This is an optimization exercise on Yosys and OpenROAD, whose aim is small area, a short achievable clock period and few clock cycles, not a production implementation. Only simulation tests tie the RTL to the original design; equivalence was not proved. No activity file was given, so power comes from the tool's default toggle rates.

Design LCD_CTRL, start of the top module:
module LCD_CTRL(clk, reset, IROM_Q, cmd, cmd_valid, IROM_EN, IROM_A, IRB_RW, IRB_D, IRB_A, busy, done);
Size: ~3200 cells after synthesis, ~710 flip-flops, roughly 38 I/O pins, about 36000 sq um of cells after synthesis.
Settings: LEC_CHECK=0, CAP_MARGIN=20, CORE_MARGIN=2, CORE_UTILIZATION=45, CTS_BUF_LIST=sky130_fd_sc_hd__clkbuf_16, CTS_CLUSTER_DIAMETER=70, CTS_CLUSTER_SIZE=25, SLEW_MARGIN=20; clock period 11.0 ns.
standard.sh (not shown) runs the stock make flow with config.mk's settings and CLKGATE_MAP_FILE= SYNTH_SCRIPT=/design/flow/synth_recipe.tcl, a recipe that flattens the netlist after the stock synthesis.
==> flow/flow/run.sh <==
#!/bin/bash
# Layout: the standard flow (standard.sh), unchanged, except that its
# timing repair (floorplan, CTS and global-route repair_timing) aims at a
# setup margin of 7.5 ns instead of 0, so it sizes the critical paths for a
# shorter period. The SDC, the clock period and every other step are the
# standard ones. make's full output goes to flow.log here; each ORFS step
# writes its own log under orfs/logs/.
set -euo pipefail
bash standard.sh SETUP_SLACK_MARGIN=7.5 finish > flow.log 2>&1
The starting point completed with no timing, DRC or antenna violations.
Testbench counts at the start, summed over its fixed seeds: cycles 5,582.
Edit:
- CORE_UTILIZATION: 45 -> 40
- CTS_CLUSTER_DIAMETER: 70 -> 60
- CTS_CLUSTER_SIZE: 25 -> 22
Cell count rises by 2.7%.
Setup slack is better by 210 ps.
Non-clock buffer count falls by 6.
Cell area rises by 0.94%.
Sequential cell count stays the same.
Edit:
==> flow/flow/run.sh (replaced) <==
#!/bin/bash
# Layout: the standard flow (standard.sh), unchanged, except that its
# timing repair (floorplan, CTS and global-route repair_timing) aims at a
# setup margin of 7.75 ns instead of 0, so it sizes the critical paths for a
# shorter period. The SDC, the clock period and every other step are the
# standard ones. make's full output goes to flow.log here; each ORFS step
# writes its own log under orfs/logs/.
set -euo pipefail
bash standard.sh SETUP_SLACK_MARGIN=7.75 finish > flow.log 2>&1
- CTS_CLUSTER_DIAMETER: 60 -> 70
- CTS_CLUSTER_SIZE: 22 -> 25
What happened: Area after synthesis stays the same; total power goes up by 5.3%; routed wire length goes up by 1.9%; via count goes up by 1.5%; first-iteration DRC count goes up by 3.1%; critical path depth goes down by 10; non-clock buffer count goes up by 74; worst setup slack improves by 48 ps.
Edit:
==> flow/flow/run.sh (replaced) <==
#!/bin/bash
# Layout: the standard flow (standard.sh), unchanged, except that its
# timing repair (floorplan, CTS and global-route repair_timing) aims at a
# setup margin of 7.5 ns instead of 0, so it sizes the critical paths for a
# shorter period. The SDC, the clock period and every other step are the
# standard ones. make's full output goes to flow.log here; each ORFS step
# writes its own log under orfs/logs/.
set -euo pipefail
bash standard.sh SETUP_SLACK_MARGIN=7.5 finish > flow.log 2>&1
- CTS_BUF_LIST: sky130_fd_sc_hd__clkbuf_16 -> default
- CTS_CLUSTER_DIAMETER: 70 -> default
- CTS_CLUSTER_SIZE: 25 -> default
What happened: Final cell count decreases by 0.48%; global-route usage came out lower by 0.45 points; non-clock buffer count is lower by 77; die area is unchanged; clock power came out higher by 36%; worst hold slack loses 5.5 ps; first-iteration DRC count came out lower by 3.6%.

* * *

LCD_CTRL again, from the RTL that the note above started with.
Settings: LEC_CHECK=0, CAP_MARGIN=20, CORE_MARGIN=2, CORE_UTILIZATION=40, CTS_BUF_LIST=sky130_fd_sc_hd__clkbuf_16, CTS_CLUSTER_DIAMETER=70, CTS_CLUSTER_SIZE=25, SLEW_MARGIN=20; clock period 11.0 ns.
==> flow/flow/run.sh <==
#!/bin/bash
# Layout: the standard flow (standard.sh), unchanged, except that its
# timing repair (floorplan, CTS and global-route repair_timing) aims at a
# setup margin of 7.4 ns instead of 0, so it sizes the critical paths for a
# shorter period. The SDC, the clock period and every other step are the
# standard ones. make's full output goes to flow.log here; each ORFS step
# writes its own log under orfs/logs/.
set -euo pipefail
bash standard.sh SETUP_SLACK_MARGIN=7.4 finish > flow.log 2>&1
The starting point completed with no timing, DRC or antenna violations.
Testbench counts at the start, summed over its fixed seeds: cycles 5,582.
Edit:
==> flow/flow/run.sh (replaced) <==
#!/bin/bash
# Layout: the standard flow (standard.sh), unchanged, except that its
# timing repair (floorplan, CTS and global-route repair_timing) aims at a
# setup margin of 7.6 ns instead of 0, so it sizes the critical paths for a
# shorter period. The SDC, the clock period and every other step are the
# standard ones. make's full output goes to flow.log here; each ORFS step
# writes its own log under orfs/logs/.
set -euo pipefail
bash standard.sh SETUP_SLACK_MARGIN=7.6 finish > flow.log 2>&1
Effect: Now the flow finished but fails on max-capacitance violations, max-slew violations. Total power goes up by 2.9%. Maximum frequency goes up by 3.0%. Flip-flop and latch count does not change. Via count goes up by 1.0%. Sequential power goes down by about 2%. Die area stays the same.

* * *

LCD_CTRL, a different RTL version from the one above (not shown whole).
Size: roughly 3300 cells after synthesis, ~710 flip-flops, roughly 38 I/O pins, roughly 37000 sq um of cells after synthesis.
Design LCD_CTRL, start of the top module:
module LCD_CTRL(clk, reset, IROM_Q, cmd, cmd_valid, IROM_EN, IROM_A, IRB_RW, IRB_D, IRB_A, busy, done);
clock: 11.0 ns
lec_check: 0
cap_margin: 20
core_margin: 2
core_utilization: 40
cts_buf_list: sky130_fd_sc_hd__clkbuf_16
cts_cluster_diameter: 80
cts_cluster_size: 30
slew_margin: 20
==> flow/flow/run.sh <==
#!/bin/bash
# Layout: the standard flow (standard.sh), unchanged, except that its
# timing repair (floorplan, CTS and global-route repair_timing) aims at a
# setup margin of 7.5 ns instead of 0, so it sizes the critical paths for a
# shorter period. The SDC, the clock period and every other step are the
# standard ones. make's full output goes to flow.log here; each ORFS step
# writes its own log under orfs/logs/.
set -euo pipefail
bash standard.sh SETUP_SLACK_MARGIN=7.5 finish > flow.log 2>&1
Testbench counts at the start, summed over its fixed seeds: cycles 5,870.
Rerun with:
==> flow/flow/run.sh (replaced) <==
#!/bin/bash
# Layout: the standard flow (standard.sh), unchanged, except that its
# timing repair (floorplan, CTS and global-route repair_timing) aims at a
# setup margin of 8.0 ns instead of 0, so it sizes the critical paths for a
# shorter period. The SDC, the clock period and every other step are the
# standard ones. make's full output goes to flow.log here; each ORFS step
# writes its own log under orfs/logs/.
set -euo pipefail
bash standard.sh SETUP_SLACK_MARGIN=8.0 finish > flow.log 2>&1
The new run finished with timing, DRC and antenna clean.
Global-route usage came out higher by 0.61 points.
Worst hold slack loses 0.042 ns.
Final cell count came out higher by 5.2%.
Wire length came out higher by 4.1%.
Critical path depth came out higher by 4.
Sequential power came out lower by about 2%.
Clock-buffer cell count stays the same.

## separate check: timing with driven ports
No port has a modelled driver above. Below, the same layouts with a new extraction and two added sets of constraints.
Step 1: set_driving_cell puts a clkbuf_16 on clk and a buf_2 on each other input, an assumption about the parent block.
Step 2 times the ports against the registers' clock, not the clock port: input delays grow and output delays shrink by t, the midpoint of the rising clock arrivals with the driver on.
Three values: ideal, step 1, step 2; two values: the first two.
run	t (ns)	setup WS [ns]	clock arrival spread, ns
the first run of note 1	0.727	7.175 / 7.175 / 6.911	0.038 / 0.038
the second run of note 1	0.741	7.388 / 7.379 / 6.890	0.036 / 0.036
the third run of note 1	0.730	7.437 / 7.367 / 7.053	0.033 / 0.033
the fourth run of note 1	0.714	7.344 / 7.344 / 6.940	0.028 / 0.028
the first run of note 2	0.720	7.284 / 7.284 / 6.914	0.077 / 0.078
the second run of note 2	0.724	7.393 / 7.393 / 6.964	0.039 / 0.039
the first run of note 3	0.754	7.063 / 7.063 / 6.649	0.055 / 0.056
the second run of note 3	0.742	6.911 / 6.911 / 6.911	0.069 / 0.070
The setup slack of the second run of note 1, which loses most, moves by -0.009 ns with the drivers and by -0.498 ns with both steps.
